Source: an optimization exercise on an open RTL-to-GDS flow (aim: small area). Production flows keep margins and buffers that such runs may drop. In this exercise RTL edits were held to simulation tests only and were not proved equivalent to the original. Power is estimated from default activity; no workload was simulated.

## JK
// cpe_cpu
module cpe_cpu (
   input  wire        clk_w_i,
   input  wire        res_w_i_h,
   input  wire [31:0] instr_w_i,
   input  wire [31:0] mem_data_w_i,
   output wire [31:0] mem_data_in_w_o,
   output wire [31:0] mem_addr_in_w_o,
   output wire [31:0] instr_w_o,
   output wire        mem_wr_w_o_h,
   output wire        mem_rd_w_o_h,
   output wire [1:0]  mem_wr_byte_sel_w_o,
   output wire [2:0]  mem_rd_byte_sel_w_o
   );
export LEC_CHECK = 0
export CAP_MARGIN = 20
export CORE_MARGIN = 2
export CORE_UTILIZATION = 50
export PLACE_DENSITY = 0.6
export SLEW_MARGIN = 20
export SYNTH_HIERARCHICAL = 1
export SYNTH_MINIMUM_KEEP_SIZE = 0
create_clock -name core_clock -period 20.0 [get_ports {clk_w_i}]
standard.sh (not shown) runs the stock make flow with config.mk's settings and CLKGATE_MAP_FILE= SYNTH_SCRIPT=/design/flow/synth_recipe.tcl, a recipe that flattens the netlist after the stock synthesis.
==> flow/flow/run.sh <==
#!/bin/bash
# Layout flow: the standard flow (standard.sh: standard synthesis, then
# ORFS floorplan to finish) with these options changed:
#  - port buffers use the smallest buffer cell (every port still gets one);
#  - clock tree synthesis inserts no dummy balancing loads and clusters up
#    to 24 flip-flops per leaf buffer.
# ORFS writes each step's full tool output under orfs/logs/; the make output
# goes to flow_make.log.
set -euo pipefail
export BUFFER_PORTS_ARGS="-buffer_cell sky130_fd_sc_hd__buf_1"
export CTS_ARGS="-sink_clustering_enable -repair_clock_nets -dont_use_dummy_load -sink_clustering_size 24 -sink_clustering_max_diameter 60"
bash standard.sh finish > flow_make.log 2>&1
Both conditions hold for JK: the flow ran to the end and the final layout passed the timing, design-rule and antenna checks.
diff inputs: JK => MS
--- a/flow/flow/run.sh
+++ b/flow/flow/run.sh
@@ -4,5 +4,6 @@
 #  - port buffers use the smallest buffer cell (every port still gets one);
 #  - clock tree synthesis inserts no dummy balancing loads and clusters up
-#    to 24 flip-flops per leaf buffer.
+#    to 24 flip-flops per leaf buffer;
+#  - after global routing, gates off the critical paths are downsized.
 # ORFS writes each step's full tool output under orfs/logs/; the make output
 # goes to flow_make.log.
@@ -10,3 +11,4 @@
 export BUFFER_PORTS_ARGS="-buffer_cell sky130_fd_sc_hd__buf_1"
 export CTS_ARGS="-sink_clustering_enable -repair_clock_nets -dont_use_dummy_load -sink_clustering_size 24 -sink_clustering_max_diameter 60"
+export RECOVER_POWER=100
 bash standard.sh finish > flow_make.log 2>&1
--- a/flow/config.mk
+++ b/flow/config.mk
@@ -8,6 +8,6 @@
 export CAP_MARGIN = 20
 export CORE_MARGIN = 2
-export CORE_UTILIZATION = 50
-export PLACE_DENSITY = 0.6
+export CORE_UTILIZATION = 30
+export PLACE_DENSITY = 0.45
 export SLEW_MARGIN = 20
 export SYNTH_HIERARCHICAL = 1
### Flow results
Apart from MS, each of JK and MS ends the flow with a layout that passes the timing, design-rule and antenna checks.
Although it ran to completion, MS produced a layout that fails the final checks because of capacitance limit, slew limit.
Measured against MS, the wire length of JK comes out at 0.873 times the reference value.
Post-route cell area: MS vs JK up about 2.2%
Between JK and MS, the fraction of synthesis flops using an asynchronous set or reset pin figures differ only marginally.
Re maximum vdd drop: JK and MS aren't equal, and the higher value belongs to MS.

* * *

cpe_cpu again, from the RTL that the note above started with.
// cpe_cpu
module cpe_cpu (
   input  wire        clk_w_i,
   input  wire        res_w_i_h,
   input  wire [31:0] instr_w_i,
   input  wire [31:0] mem_data_w_i,
   output wire [31:0] mem_data_in_w_o,
   output wire [31:0] mem_addr_in_w_o,
   output wire [31:0] instr_w_o,
   output wire        mem_wr_w_o_h,
   output wire        mem_rd_w_o_h,
   output wire [1:0]  mem_wr_byte_sel_w_o,
   output wire [2:0]  mem_rd_byte_sel_w_o
   );
   wire lui, auipc, jal, jalr, branch, load, store, op_imm, op, reg_write;
   wire [2:0] f3 = instr_w_i[14:12];
   control control_0 (
      .opcode_w_i(instr_w_i[6:0]), .lui_w_o(lui), .auipc_w_o(auipc),
      .jal_w_o(jal), .jalr_w_o(jalr), .branch_w_o(branch), .load_w_o(load),
      .store_w_o(store), .op_imm_w_o(op_imm), .op_w_o(op),
      .reg_write_w_o(reg_write));
   wire [31:1] pc_imm;
   imm_gen imm_gen_0 (
      .instr_w_i(instr_w_i), .branch_w_i(branch), .jal_w_i(jal),
      .pc_imm_w_o(pc_imm));
   wire [31:0] rs1, rs2, wr_data;
   registers registers_0 (
      .clk_w_i(clk_w_i), .res_w_i_h(res_w_i_h),
      .rd_reg_1_w_i(instr_w_i[19:15]), .rd_reg_2_w_i(instr_w_i[24:20]),
      .wr_reg_w_i(instr_w_i[11:7]), .wr_data_w_i(wr_data),
      .reg_wr_flag_w_i(reg_write),
      .rd_data_1_w_o(rs1), .rd_data_2_w_o(rs2));
   wire arith_op = op | op_imm;
   wire reg_b    = op | branch;
   wire [31:0] alu_imm = {{20{instr_w_i[31]}}, instr_w_i[31:25],
                          store ? instr_w_i[11:7] : instr_w_i[24:20]};
   wire [31:0] b_n;
   genvar j;
   generate
      for (j = 0; j < 32; j = j + 1) begin : b_g
         cell_mux2i m_0 (.a0_i(alu_imm[j]), .a1_i(rs2[j]), .s_i(reg_b), .y_o(b_n[j]));
      end
   endgenerate
   wire sub = branch | (arith_op & ~f3[2] & f3[1]) |
              (op & instr_w_i[30] & (f3 == 3'b000));
   wire [31:0] sum, p, g, shr;
   wire eq, lts, ltu;
   alu alu_0 (
      .a_data_w_i(rs1), .b_n_w_i(b_n), .sub_w_i(sub),
      .left_w_i(~f3[2]), .arith_w_i(instr_w_i[30]),
      .sum_w_o(sum), .p_w_o(p), .g_w_o(g), .shr_w_o(shr),
      .eq_w_o(eq), .lts_w_o(lts), .ltu_w_o(ltu));
   wire cond;
   cmp_gen cmp_gen_0 (
      .funct_3_w_i(f3), .eq_w_i(eq), .lts_w_i(lts), .ltu_w_i(ltu),
      .cond_w_o(cond));
   wire [31:0] pc;
   wire [31:1] pc_plus_4;
  ...
==> flow/config.mk <==
export PLATFORM = sky130hd
export DESIGN_NAME = cpe_cpu
export DESIGN_NICKNAME = cpe_cpu
export VERILOG_FILES = /design/flow/design.v
export SDC_FILE = /design/flow/constraint.sdc
export NUM_CORES = 4
export LEC_CHECK = 0
export CAP_MARGIN = 20
export CORE_MARGIN = 2
export CORE_UTILIZATION = 30
export PLACE_DENSITY = 0.45
export SLEW_MARGIN = 20
export SYNTH_HIERARCHICAL = 1
export SYNTH_MINIMUM_KEEP_SIZE = 0
==> flow/constraint.sdc <==
create_clock -name core_clock -period 20.0 [get_ports {clk_w_i}]
set_input_delay 4.0000 -clock core_clock [delete_from_list [all_inputs] [get_ports {clk_w_i}]]
set_output_delay 4.0000 -clock core_clock [all_outputs]
set_load 0.01 [all_outputs]
==> flow/flow/run.sh <==
#!/bin/bash
# Layout flow: the standard flow (standard.sh: standard synthesis, then
# ORFS floorplan to finish) with two placement/CTS options changed:
#  - port buffers use the smallest buffer cell (every port still gets one);
#  - clock tree synthesis inserts no dummy balancing loads.
# ORFS writes each step's full tool output under orfs/logs/; the make output
# goes to flow_make.log.
set -euo pipefail
export BUFFER_PORTS_ARGS="-buffer_cell sky130_fd_sc_hd__buf_1"
export CTS_ARGS="-sink_clustering_enable -repair_clock_nets -dont_use_dummy_load"
bash standard.sh finish > flow_make.log 2>&1
Change:
==> flow/run.sh (new file) <==
#!/bin/bash
# synth_recipe.tcl (not shown) runs the flow's synth.tcl, then flattens the netlist and writes it again
# the make line also repeats each setting of config.mk as NAME=value (left out here)
make -C /OpenROAD-flow-scripts/flow DESIGN_CONFIG=/design/flow/config.mk WORK_HOME=/design/flow/orfs CLKGATE_MAP_FILE= SYNTH_SCRIPT=/design/flow/synth_recipe.tcl finish
removed: flow/flow/run.sh
removed: flow/standard.sh
What happened: The changed run produced a clean layout. Die area stays the same. Maximum frequency shrinks by 2.5%. Count of clock-buffer cells in the layout came out higher by 62. Global-route usage rose by 0.17 points.
Change:
==> flow/flow/run.sh (new file) <==
#!/bin/bash
# Layout flow: the standard flow (standard.sh: standard synthesis, then
# ORFS floorplan to finish) with these options changed:
#  - port buffers use the smallest buffer cell (every port still gets one);
#  - clock tree synthesis inserts no dummy balancing loads and clusters up
#    to 30 flip-flops per leaf buffer.
# ORFS writes each step's full tool output under orfs/logs/; the make output
# goes to flow_make.log.
set -euo pipefail
export BUFFER_PORTS_ARGS="-buffer_cell sky130_fd_sc_hd__buf_1"
export CTS_ARGS="-sink_clustering_enable -repair_clock_nets -dont_use_dummy_load -sink_clustering_size 30 -sink_clustering_max_diameter 80"
bash standard.sh finish > flow_make.log 2>&1
==> flow/standard.sh (new file) <==
#!/bin/bash
# synth_recipe.tcl (not shown) runs the flow's synth.tcl, then flattens the netlist and writes it again
# the make line also repeats each setting of config.mk as NAME=value (left out here)
make -C /OpenROAD-flow-scripts/flow DESIGN_CONFIG=/design/flow/config.mk WORK_HOME=/design/flow/orfs CLKGATE_MAP_FILE= SYNTH_SCRIPT=/design/flow/synth_recipe.tcl "${@:-finish}"
--- a/flow/config.mk
+++ b/flow/config.mk
@@ -7,7 +7,7 @@
 export LEC_CHECK = 0
-export CAP_MARGIN = 20
+export CAP_MARGIN = 5
 export CORE_MARGIN = 2
-export CORE_UTILIZATION = 30
-export PLACE_DENSITY = 0.45
-export SLEW_MARGIN = 20
+export CORE_UTILIZATION = 50
+export PLACE_DENSITY = 0.6
+export SLEW_MARGIN = 5
 export SYNTH_HIERARCHICAL = 1
removed: flow/run.sh
Outcome:
- The new run finished with timing, DRC and antenna clean
- clock skew climbs by 0.050 ns
- critical path depth climbs by 2
- fmax climbs by a few percent
- non-clock buffer count climbs by 23
- sequential power hardly moves
- total power drops by a quarter to a third
- worst setup slack improves by 0.43 ns
- synthesized area stays the same
- global-route usage climbs by 14 points
- design area drops by a little under a tenth
Change:
--- a/flow/config.mk
+++ b/flow/config.mk
@@ -9,4 +9,4 @@
 export CORE_MARGIN = 2
-export CORE_UTILIZATION = 50
-export PLACE_DENSITY = 0.6
+export CORE_UTILIZATION = 60
+export PLACE_DENSITY = 0.7
 export SLEW_MARGIN = 5
Outcome: The new run produced a clean layout. Synthesized area is unchanged. Wire length fell by 1.4%. Sequential power is about the same. Power shrinks by 1.7%.

## port drivers added, routing unchanged
How much do the figures lean on ideal ports? The routed layouts below were timed once more, with nothing changed but the port constraints.
Step 1: set_driving_cell puts a clkbuf_16 on clk_w_i and a buf_2 on each other input, an assumption about the parent block.
Step 2 times the ports against the registers' clock, not the clock port: input delays grow and output delays shrink by t, the midpoint of the rising clock arrivals with the driver on.
a / b / c = ideal ports / drivers / drivers and shift; a / b = the first two.
run	shift t [ns]	setup WS [ns]	worst setup path after step 2	clock arrival spread, ns	slew at the worst register clock pin (ns)
JK	0.729	2.306 / 2.348 / 1.619	input to register	0.100 / 0.100	0.10 / 0.10
MS	0.786	1.538 / 1.592 / 0.806	input to register	0.082 / 0.083	0.09 / 0.09
the first run of note 2	0.809	2.303 / 2.357 / 1.548	input to register	0.097 / 0.096	0.07 / 0.07
the second run of note 2	0.827	1.858 / 1.906 / 1.080	input to register	0.045 / 0.045	0.07 / 0.07
the third run of note 2	0.738	2.290 / 2.333 / 1.595	input to register	0.095 / 0.095	0.12 / 0.12
the fourth run of note 2	0.690	2.243 / 2.292 / 1.602	input to register	0.165 / 0.164	0.12 / 0.12
For the second run of note 2, which loses most, drivers alone change the setup slack by +0.048 ns; drivers and shift together by -0.778 ns.
